This design comes from an exercise in tuning for small area on the open sky130 flow, not from production work. The RTL was checked by simulation tests, not by an equivalence proof against the original design. No activity file was given, so power comes from the tool's default toggle rates.

==> flow/design.v <==
module dct_1d(
    input clk,
    input rst_n,
    input enable,
    input signed [10-1:0] x0,
    input signed [10-1:0] x1,
    input signed [10-1:0] x2,
    input signed [10-1:0] x3,
    input signed [10-1:0] x4,
    input signed [10-1:0] x5,
    input signed [10-1:0] x6,
    input signed [10-1:0] x7,
    output reg signed [11-1:0] y0,
    output reg signed [11-1:0] y1,
    output reg signed [11-1:0] y2,
    output reg signed [11-1:0] y3,
    output reg signed [11-1:0] y4,
    output reg signed [11-1:0] y5,
    output reg signed [11-1:0] y6,
    output reg signed [11-1:0] y7,
    output valid
);
reg signed [10-1:0] x0_ff, x1_ff, x2_ff, x3_ff, x4_ff, x5_ff, x6_ff, x7_ff;
reg signed [23:0] Ax0, Ax1, Ax2, Ax3, Bx0, Bx1, Bx2, Bx3, Cx0, Cx1, Cx2, Cx3, Dx4, Dx5, Dx6, Dx7, Ex4, Ex5, Ex6, Ex7, Fx4, Fx5, Fx6, Fx7, Gx4, Gx5, Gx6, Gx7;
reg signed [23:0] Ax0_ff, Ax1_ff, Ax2_ff, Ax3_ff, Bx0_ff, Bx1_ff, Bx2_ff, Bx3_ff, Cx0_ff, Cx1_ff, Cx2_ff, Cx3_ff, Dx4_ff, Dx5_ff, Dx6_ff, Dx7_ff, Ex4_ff, Ex5_ff, Ex6_ff, Ex7_ff, Fx4_ff, Fx5_ff, Fx6_ff, Fx7_ff, Gx4_ff, Gx5_ff, Gx6_ff, Gx7_ff;
reg signed [11-1:0] x_0, x_1, x_2, x_3, x_4, x_5, x_6, x_7;
reg signed [11-1:0] x_0_ff, x_1_ff, x_2_ff, x_3_ff, x_4_ff, x_5_ff, x_6_ff, x_7_ff;
reg signed [11-1:0] y0_next, y1_next, y2_next, y3_next, y4_next, y5_next, y6_next, y7_next;
reg signed [24:0] y0_pre, y1_pre, y2_pre, y3_pre, y4_pre, y5_pre, y6_pre, y7_pre;
reg signed [24:0] y0_pre_ff, y1_pre_ff, y2_pre_ff, y3_pre_ff, y4_pre_ff, y5_pre_ff, y6_pre_ff, y7_pre_ff;
reg signed [24:0] Ax0pAx1, Ax2pAx3, Bx0pCx1, Cx2pBx3, Ax0mAx1 , Ax2mAx3, Cx0mBx1, Bx2mCx3, Dx4pEx5, Fx6pGx7, Ex4mGx5, Dx6pFx7, Fx4mDx5, Gx6pEx7, Gx4mFx5, Ex6mDx7;
reg signed [24:0] Ax0pAx1_ff, Ax2pAx3_ff, Bx0pCx1_ff, Cx2pBx3_ff, Ax0mAx1_ff, Ax2mAx3_ff, Cx0mBx1_ff, Bx2mCx3_ff, Dx4pEx5_ff, Fx6pGx7_ff, Ex4mGx5_ff, Dx6pFx7_ff, Fx4mDx5_ff, Gx6pEx7_ff, Gx4mFx5_ff, Ex6mDx7_ff;
parameter A = 5793;  
parameter B = 7568;
parameter C = 3135;
parameter D = 8035;
parameter E = 6811;
parameter F = 4551;
parameter G = 1598;
reg [5:0] pipeline;
always @ (posedge clk) begin
    if(!rst_n) begin
        pipeline <= 6'd0;
    end
    else begin
        pipeline <= {pipeline[4:0], enable};
    end
end
assign valid = pipeline[5];
always @(posedge clk) begin
    if(!rst_n) begin
        x0_ff <= 0; x1_ff <= 0; x2_ff <= 0; x3_ff <= 0;
        x4_ff <= 0; x5_ff <= 0; x6_ff <= 0; x7_ff <= 0;
    end
    else begin
        x0_ff <= x0; x1_ff <= x1; x2_ff <= x2; x3_ff <= x3;
        x4_ff <= x4; x5_ff <= x5; x6_ff <= x6; x7_ff <= x7;
    end
end
always @(posedge clk) begin
    if(!rst_n) begin
        x_0 <= 0;
        x_1 <= 0;
        x_2 <= 0;
        x_3 <= 0;
        x_4 <= 0;
        x_5 <= 0;
        x_6 <= 0;
        x_7 <= 0;
    end
    else begin
        x_0 <= x_0_ff;
        x_1 <= x_1_ff;
        x_2 <= x_2_ff;
        x_3 <= x_3_ff;
        x_4 <= x_4_ff;
        x_5 <= x_5_ff;
        x_6 <= x_6_ff;
        x_7 <= x_7_ff;   
    end
end
always @* begin
        x_0_ff = x0_ff + x7_ff;
        x_1_ff = x1_ff + x6_ff;
        x_2_ff = x2_ff + x5_ff;
        x_3_ff = x3_ff + x4_ff;
        x_4_ff = x0_ff - x7_ff;
        x_5_ff = x1_ff - x6_ff;
        x_6_ff = x2_ff - x5_ff;
        x_7_ff = x3_ff - x4_ff;   
end
always @(posedge clk) begin
    if(!rst_n) begin
        y0 <= 0;
        y1 <= 0;
        y2 <= 0;
        y3 <= 0;
        y4 <= 0;
        y5 <= 0;
        y6 <= 0;
        y7 <= 0;
    end
    else begin
        y0 <= y0_next;
        y1 <= y1_next;
        y2 <= y2_next;
        y3 <= y3_next;
        y4 <= y4_next;
        y5 <= y5_next;
        y6 <= y6_next;
        y7 <= y7_next;
    end
end
always @(posedge clk) begin
    if(!rst_n) begin
        Ax0 <= 0;
        Ax1 <= 0;
        Ax2 <= 0;
        Ax3 <= 0;
        Bx0 <= 0;
        Bx1 <= 0;
        Bx2 <= 0;
        Bx3 <= 0;
        Cx0 <= 0;
        Cx1 <= 0;
        Cx2 <= 0;
        Cx3 <= 0;
        Dx4 <= 0;
        Dx5 <= 0;
        Dx6 <= 0;
        Dx7 <= 0;
        Ex4 <= 0;
        Ex5 <= 0;
        Ex6 <= 0;
        Ex7 <= 0;
        Fx4 <= 0;
        Fx5 <= 0;
        Fx6 <= 0;
        Fx7 <= 0;
        Gx4 <= 0;
        Gx5 <= 0;
        Gx6 <= 0;
        Gx7 <= 0;
    end
    else begin
        Ax0 <= Ax0_ff;
        Ax1 <= Ax1_ff;
        Ax2 <= Ax2_ff;
        Ax3 <= Ax3_ff;
        Bx0 <= Bx0_ff;
        Bx1 <= Bx1_ff;
        Bx2 <= Bx2_ff;
        Bx3 <= Bx3_ff;
        Cx0 <= Cx0_ff;
        Cx1 <= Cx1_ff;
        Cx2 <= Cx2_ff;
        Cx3 <= Cx3_ff;
        Dx4 <= Dx4_ff;
        Dx5 <= Dx5_ff;
        Dx6 <= Dx6_ff;
        Dx7 <= Dx7_ff;
        Ex4 <= Ex4_ff;
        Ex5 <= Ex5_ff;
        Ex6 <= Ex6_ff;
        Ex7 <= Ex7_ff;
        Fx4 <= Fx4_ff;
        Fx5 <= Fx5_ff;
        Fx6 <= Fx6_ff;
        Fx7 <= Fx7_ff;
        Gx4 <= Gx4_ff;
        Gx5 <= Gx5_ff;
        Gx6 <= Gx6_ff;
        Gx7 <= Gx7_ff;
    end
end
always @* begin
    Ax0_ff = A*x_0;
    Ax1_ff = A*x_1;
    Ax2_ff = A*x_2;
    Ax3_ff = A*x_3;
    Bx0_ff = B*x_0;
    Bx1_ff = B*x_1;
    Bx2_ff = B*x_2;
    Bx3_ff = B*x_3;
    Cx0_ff = C*x_0;
    Cx1_ff = C*x_1;
    Cx2_ff = C*x_2;
    Cx3_ff = C*x_3;
    Dx4_ff = D*x_4;
    Dx5_ff = D*x_5;
    Dx6_ff = D*x_6;
    Dx7_ff = D*x_7;
    Ex4_ff = E*x_4;
    Ex5_ff = E*x_5;
    Ex6_ff = E*x_6;
    Ex7_ff = E*x_7;
    Fx4_ff = F*x_4;
    Fx5_ff = F*x_5;
    Fx6_ff = F*x_6;
    Fx7_ff = F*x_7;
    Gx4_ff = G*x_4;
    Gx5_ff = G*x_5;
    Gx6_ff = G*x_6;
    Gx7_ff = G*x_7;
end
always @(posedge clk) begin
    if(!rst_n) begin
        Ax0pAx1 <= 0;
        Ax2pAx3 <= 0;
        Bx0pCx1 <= 0;
        Cx2pBx3 <= 0;
        Ax0mAx1 <= 0;
        Ax2mAx3 <= 0;
        Cx0mBx1 <= 0;
        Bx2mCx3 <= 0;
        Dx4pEx5 <= 0;
        Fx6pGx7 <= 0;
        Ex4mGx5 <= 0;
        Dx6pFx7 <= 0;
        Fx4mDx5 <= 0;
        Gx6pEx7 <= 0;
        Gx4mFx5 <= 0;
        Ex6mDx7 <= 0;
    end
    else begin
        Ax0pAx1 <= Ax0pAx1_ff;
        Ax2pAx3 <= Ax2pAx3_ff;
        Bx0pCx1 <= Bx0pCx1_ff;
        Cx2pBx3 <= Cx2pBx3_ff;
        Ax0mAx1 <= Ax0mAx1_ff;
        Ax2mAx3 <= Ax2mAx3_ff;
        Cx0mBx1 <= Cx0mBx1_ff;
        Bx2mCx3 <= Bx2mCx3_ff;
        Dx4pEx5 <= Dx4pEx5_ff;
        Fx6pGx7 <= Fx6pGx7_ff;
        Ex4mGx5 <= Ex4mGx5_ff;
        Dx6pFx7 <= Dx6pFx7_ff;
        Fx4mDx5 <= Fx4mDx5_ff;
        Gx6pEx7 <= Gx6pEx7_ff;
        Gx4mFx5 <= Gx4mFx5_ff;
        Ex6mDx7 <= Ex6mDx7_ff;
    end
end
always @* begin
    Ax0pAx1_ff = Ax0 + Ax1;
    Ax2pAx3_ff = Ax2 + Ax3;
    Bx0pCx1_ff = Bx0 + Cx1;
    Cx2pBx3_ff = Cx2 + Bx3;
    Ax0mAx1_ff = Ax0 - Ax1;
    Ax2mAx3_ff = Ax2 - Ax3;
    Cx0mBx1_ff = Cx0 - Bx1;
    Bx2mCx3_ff = Bx2 - Cx3;
    Dx4pEx5_ff = Dx4 + Ex5;
    Fx6pGx7_ff = Fx6 + Gx7;
    Ex4mGx5_ff = Ex4 - Gx5;
    Dx6pFx7_ff = Dx6 + Fx7;
    Fx4mDx5_ff = Fx4 - Dx5;
    Gx6pEx7_ff = Gx6 + Ex7;
    Gx4mFx5_ff = Gx4 - Fx5;
    Ex6mDx7_ff = Ex6 - Dx7;
end
always @(posedge clk) begin
    if(!rst_n) begin
        y0_pre <= 0;
        y1_pre <= 0;
        y2_pre <= 0;
        y3_pre <= 0;
        y4_pre <= 0;
        y5_pre <= 0;
        y6_pre <= 0;
        y7_pre <= 0;
    end
    else begin
        y0_pre <= y0_pre_ff;
        y1_pre <= y1_pre_ff;
        y2_pre <= y2_pre_ff;
        y3_pre <= y3_pre_ff;
        y4_pre <= y4_pre_ff;
        y5_pre <= y5_pre_ff;
        y6_pre <= y6_pre_ff;
        y7_pre <= y7_pre_ff;
    end
end
always @* begin
        y0_pre_ff = Ax0pAx1 + Ax2pAx3;
        y2_pre_ff = Bx0pCx1 - Cx2pBx3;
        y4_pre_ff = Ax0mAx1 - Ax2mAx3;
        y6_pre_ff = Cx0mBx1 + Bx2mCx3;
        y1_pre_ff = Dx4pEx5 + Fx6pGx7;
        y3_pre_ff = Ex4mGx5 - Dx6pFx7;
        y5_pre_ff = Fx4mDx5 + Gx6pEx7;
        y7_pre_ff = Gx4mFx5 + Ex6mDx7;
end
always @* begin
    y0_next = y0_pre[24:14] + y0_pre[13];
    y1_next = y1_pre[24:14] + y1_pre[13];
    y2_next = y2_pre[24:14] + y2_pre[13];
    y3_next = y3_pre[24:14] + y3_pre[13];
    y4_next = y4_pre[24:14] + y4_pre[13];
    y5_next = y5_pre[24:14] + y5_pre[13];
    y6_next = y6_pre[24:14] + y6_pre[13];
    y7_next = y7_pre[24:14] + y7_pre[13];
end
endmodule
==> flow/run.sh <==
#!/bin/bash
# synth_recipe.tcl (not shown) runs the flow's synth.tcl, then flattens the netlist and writes it again
# the make line also repeats each setting of config.mk as NAME=value (left out here)
make -C /OpenROAD-flow-scripts/flow DESIGN_CONFIG=/design/flow/config.mk WORK_HOME=/design/flow/orfs CLKGATE_MAP_FILE= SYNTH_SCRIPT=/design/flow/synth_recipe.tcl finish
==> flow/config.mk <==
export PLATFORM = sky130hd
export DESIGN_NAME = dct_1d
export DESIGN_NICKNAME = dct_1d
export VERILOG_FILES = /design/flow/design.v
export SDC_FILE = /design/flow/constraint.sdc
export NUM_CORES = 4
export LEC_CHECK = 0
export CAP_MARGIN = 20
export CORE_MARGIN = 2
export CORE_UTILIZATION = 40
export SLEW_MARGIN = 20
==> flow/constraint.sdc <==
create_clock -name core_clock -period 6.0 [get_ports {clk}]
set_input_delay 1.2000 -clock core_clock [delete_from_list [all_inputs] [get_ports {clk}]]
set_output_delay 1.2000 -clock core_clock [all_outputs]
set_load 0.01 [all_outputs]
==> metrics.md <==
| Metric | Value |
|---|---|
| Placed Area | 130,000 um^2 |
| Synthesized instance count | 13,500 |
| Syn_area_per_cell | 9.10 um^2 |
| Clk_skew | 0.0570 ns |
| Pin count of the biggest net entering global routing | 171 |
| DIE HEIGHT | 558 um |
| Syn. warnings | 1 |
| Total clock buffers created by CTS | 169 |
| Die ar. | 312,000 um^2 |
| VDD IR max | 0.000337 V |
| Global route total overflow | 0 |
| Fmax | 176 MHz |
| Die W | 558 um |
| Critical Path Start Type | register |
| FF-to-FF Start | x_0[3] |
| Final setup vio count | 0 |
| Clk slew on worst S/H paths | 0.07 ns |
| Hold Path Class | reg -> reg |
| CP required | 6.73 ns |
| DR vias | 89,800 |
| Crit share post-route | 0.946 |
| DR DRC count | 0 |
| Layout cell share with drive strength beyond 1 | 0.0404 |
| Cell count after placement | 17,700 |
| Reg-to-reg endpoint | Cx0[21] |
| Non-filler instance count after layout | 18,100 |
| Pre-CTS setup slack | 0.342 ns |
| Worst R2R Path Depth | 20 |
| Reg area | 26,800 um^2 |
| Clock buffer depth | 4 |
| CTS H-tree lvls | 4 |
| RSZ-0062 raised after global routing | false |
| Adder-cell share of the synthesized area | 0.406 |
| Synth Area in Simple Gates | 0.121 |
| Hold_ws | 0.420 ns |
| Yosys reg bits | 1,340 |
| Most frequent cells in the layout | inv_1, ha_1, dfxtp_1 |
| Setup CP Type | reg -> reg |
| Core footprint | 306,000 um^2 |
| Worst relative slew slack | 0.198 |
| Rows | 203 |
| Finished Cell Area | 137,000 um^2 |
| Register area share after synthesis | 0.218 |
| Lkg Pwr | 69.9 nW |
| Starting DRC count in detailed routing | 5,071 |
| Largest family of logic cells by synthesized area | adder cells |
| Run status | timing/DRC/antenna clean |
| Final Hold Viols | 0 |
| FILL cells | 30,200 |
| Unique masters post-synth | 85 |
| Post-DP HPWL | 290,000 um |
| CP startpoint | x_0[3] |
| Vias in the first global route | 91,600 |
| Commonest non-fill, non-tap cell in the layout | inv_1 |
| Final #Nets | 17,300 |
| CTS root buf | clkbuf_16 |
| CP Max Fanout | 7 |
| Clock tree from TritonCTS | done |
| Hold_buf cts | 0 |
| Boundary pin count | 172 |
| CTS sink count | 1,340 |
| Routed WL | 345,000 um |
| Synth Area in Compound Gates | 0.113 |
| Area Overhead vs Synth | 11.2% |
| PwrDens | 571 nW/um^2 |
| Area of the multi-input gates | 86,000 um^2 |
| Final Util | 0.447 |
| Setup bufs post-CTS | 0 |
| PortBufs | 171 |
| Worst setup margin | 0.326 ns |
| Pre-antenna DRT Iters | 6 |
| GP Congestion | 0.955 |
| WP data arrival | 6.40 ns |
| Ys async rst share | 0 |
| Flop2flop setup slack | 0.33 ns |
| Syn_nets | 17,000 |
| End of the critical path | Cx0[21] |
| Initial core utilization | 0.402 |
| Post-synthesis mux area share | 0.00163 |
| Post-route minimum period | 5.67 ns |
| All-layer global routing usage | 0.222 |
| Hold path startpoint | Cx1[3] |
| DR vias/cell | 4.96 |
| Initial antenna violation count | 24 |
| Post-synth EDFFs | 0 |
| Post-route ant nets | 0 |
| Worst Max-Slew Pin Slew | 1.19 ns |
| Post-CTS sizing | 0 |
| Drt wl/cell | 19.1 um |
| First-pass GRT wire length | 534,000 um |
| Setup crit end kind | register |
| Setup TNS | 0 ns |
| Total of max-cap violations | 0 |
| Mapped cell area | 123,000 um^2 |
| Synth Area in XOR/XNOR | 0.0581 |
| Final slew viol count | 0 |
| Clock Latency Late Sink | 0.86 ns |
| Post-synth top flop | dfxtp_1 |
| Power, Total | 78.1 mW |
[cells in the mapped netlist, types with 88 or more instances]
cell type     n  area share
a21o_1      339       0.021
o21bai_1    115      0.0070
nor2_1     1276       0.039
o21ai_0     403       0.016
clkbuf_1    205      0.0063
a21oi_1     684       0.028
and3_1       88      0.0045
fa_1       1031        0.17
nor3_1      262       0.011
xor2_1      362       0.026
a31oi_1      91      0.0046
inv_1      2479       0.076
nand3_1     182      0.0074
xnor2_1     454       0.032
dfxtp_1    1340        0.22
ha_1       2337        0.24
and2_1      279       0.014
nor2b_1     165      0.0084
o21a_1       97      0.0059
nand2b_1    149      0.0076
nand2_1     381       0.012
[layer usage]
layer  wire length, um  track usage
met3             14900       0.0264
met5                11            0
met1            155000        0.290
met4             17000       0.0999
met2            158000        0.367
[worst max-delay path: stages, from the launching register on]
cell      delay (ns)
dfxtp_1         0.43
fa_1            0.61
inv_1           0.08
fa_1            0.54
inv_1           0.04
ha_1            0.30
fa_1            0.54
inv_1           0.05
fa_1            0.53
inv_1           0.04
ha_1            0.28
inv_1           0.06
o21ai_0         0.21
a21oi_1         0.16
o21ai_0         0.42
a41oi_1         0.29
o311ai_0        0.49
buf_4           0.20
a31oi_1         0.09
xor2_1          0.14
nor2_1          0.06
[layout make-up]
| class | instances | area share |
|---|---|---|
| clock buffer | 206 | 0.0338 |
| clock inverter | 100 | 0.0112 |
| multi-input combinational | 9480 | 0.629 |
| tap | 4100 | 0.0375 |
| timing repair buffer | 349 | 0.0228 |
| inverter | 2479 | 0.0681 |
| sequential | 1340 | 0.196 |
| antenna | 56 | 0.00103 |
[sequential cells by signal, indices dropped and copies added (netlist names), 25 cells and up]
register	flops
Ax0pAx1	25
Ax2pAx3	25
Bx0pCx1	25
Bx2mCx3	25
Cx0mBx1	25
Cx2pBx3	25
[where the power goes]
part | switching (mW) | total, mW | internal, mW
combinational | 31.2 | 53.1 | 21.9
clock | 4.40 | 11.3 | 6.88
sequential | 1.81 | 13.7 | 11.9
[logic make-up (layout without fill, tap and decap cells)]
kind of cell,count (synthesis),count (layout)
DFF,1340,1340
other,0,56
adders and majority gates,3368,3368
buffers and inverters,2696,3134
xor gates and xnor gates,816,816
AOI/OAI and AO/OA,2174,2174
muxes,20,20
and+or+nand+nor,3102,3102
[worst min-delay path by stage]
stage,cells after the start,to,slack [ns]
6_report,1,Bx0pCx1[3],0.42
5_1_grt,1,Bx0pCx1[3],0.44
4_1_cts,1,Bx0pCx1[3],0.43
3_5_place_dp,1,pipeline[2],0.42
3_3_place_gp,1,pipeline[2],0.41
2_1_floorplan,1,Bx0pCx1[1],0.41

afterwards: timing with drivers on the ports:
In the flow no input, the clock included, has a driving cell. The finished layout below was timed again as built, in two steps.
Step 1: set_driving_cell puts a clkbuf_16 on clk and a buf_2 on each other input, an assumption about the parent block.
Step 2 times the ports against the registers' clock, not the clock port: input delays grow and output delays shrink by t, the midpoint of the rising clock arrivals with the driver on.
Three values: ideal, step 1, step 2; two values: the first two.
t (ns): 0.942
slack for setup (ns): 0.326 / 0.326 / 0.326
worst setup path at the end: register to register
cell pins on the clock port's net: 1
After both steps this run still meets setup and hold. The setup slack of this run moves by 0.000 ns with the drivers and by 0.000 ns with both steps.
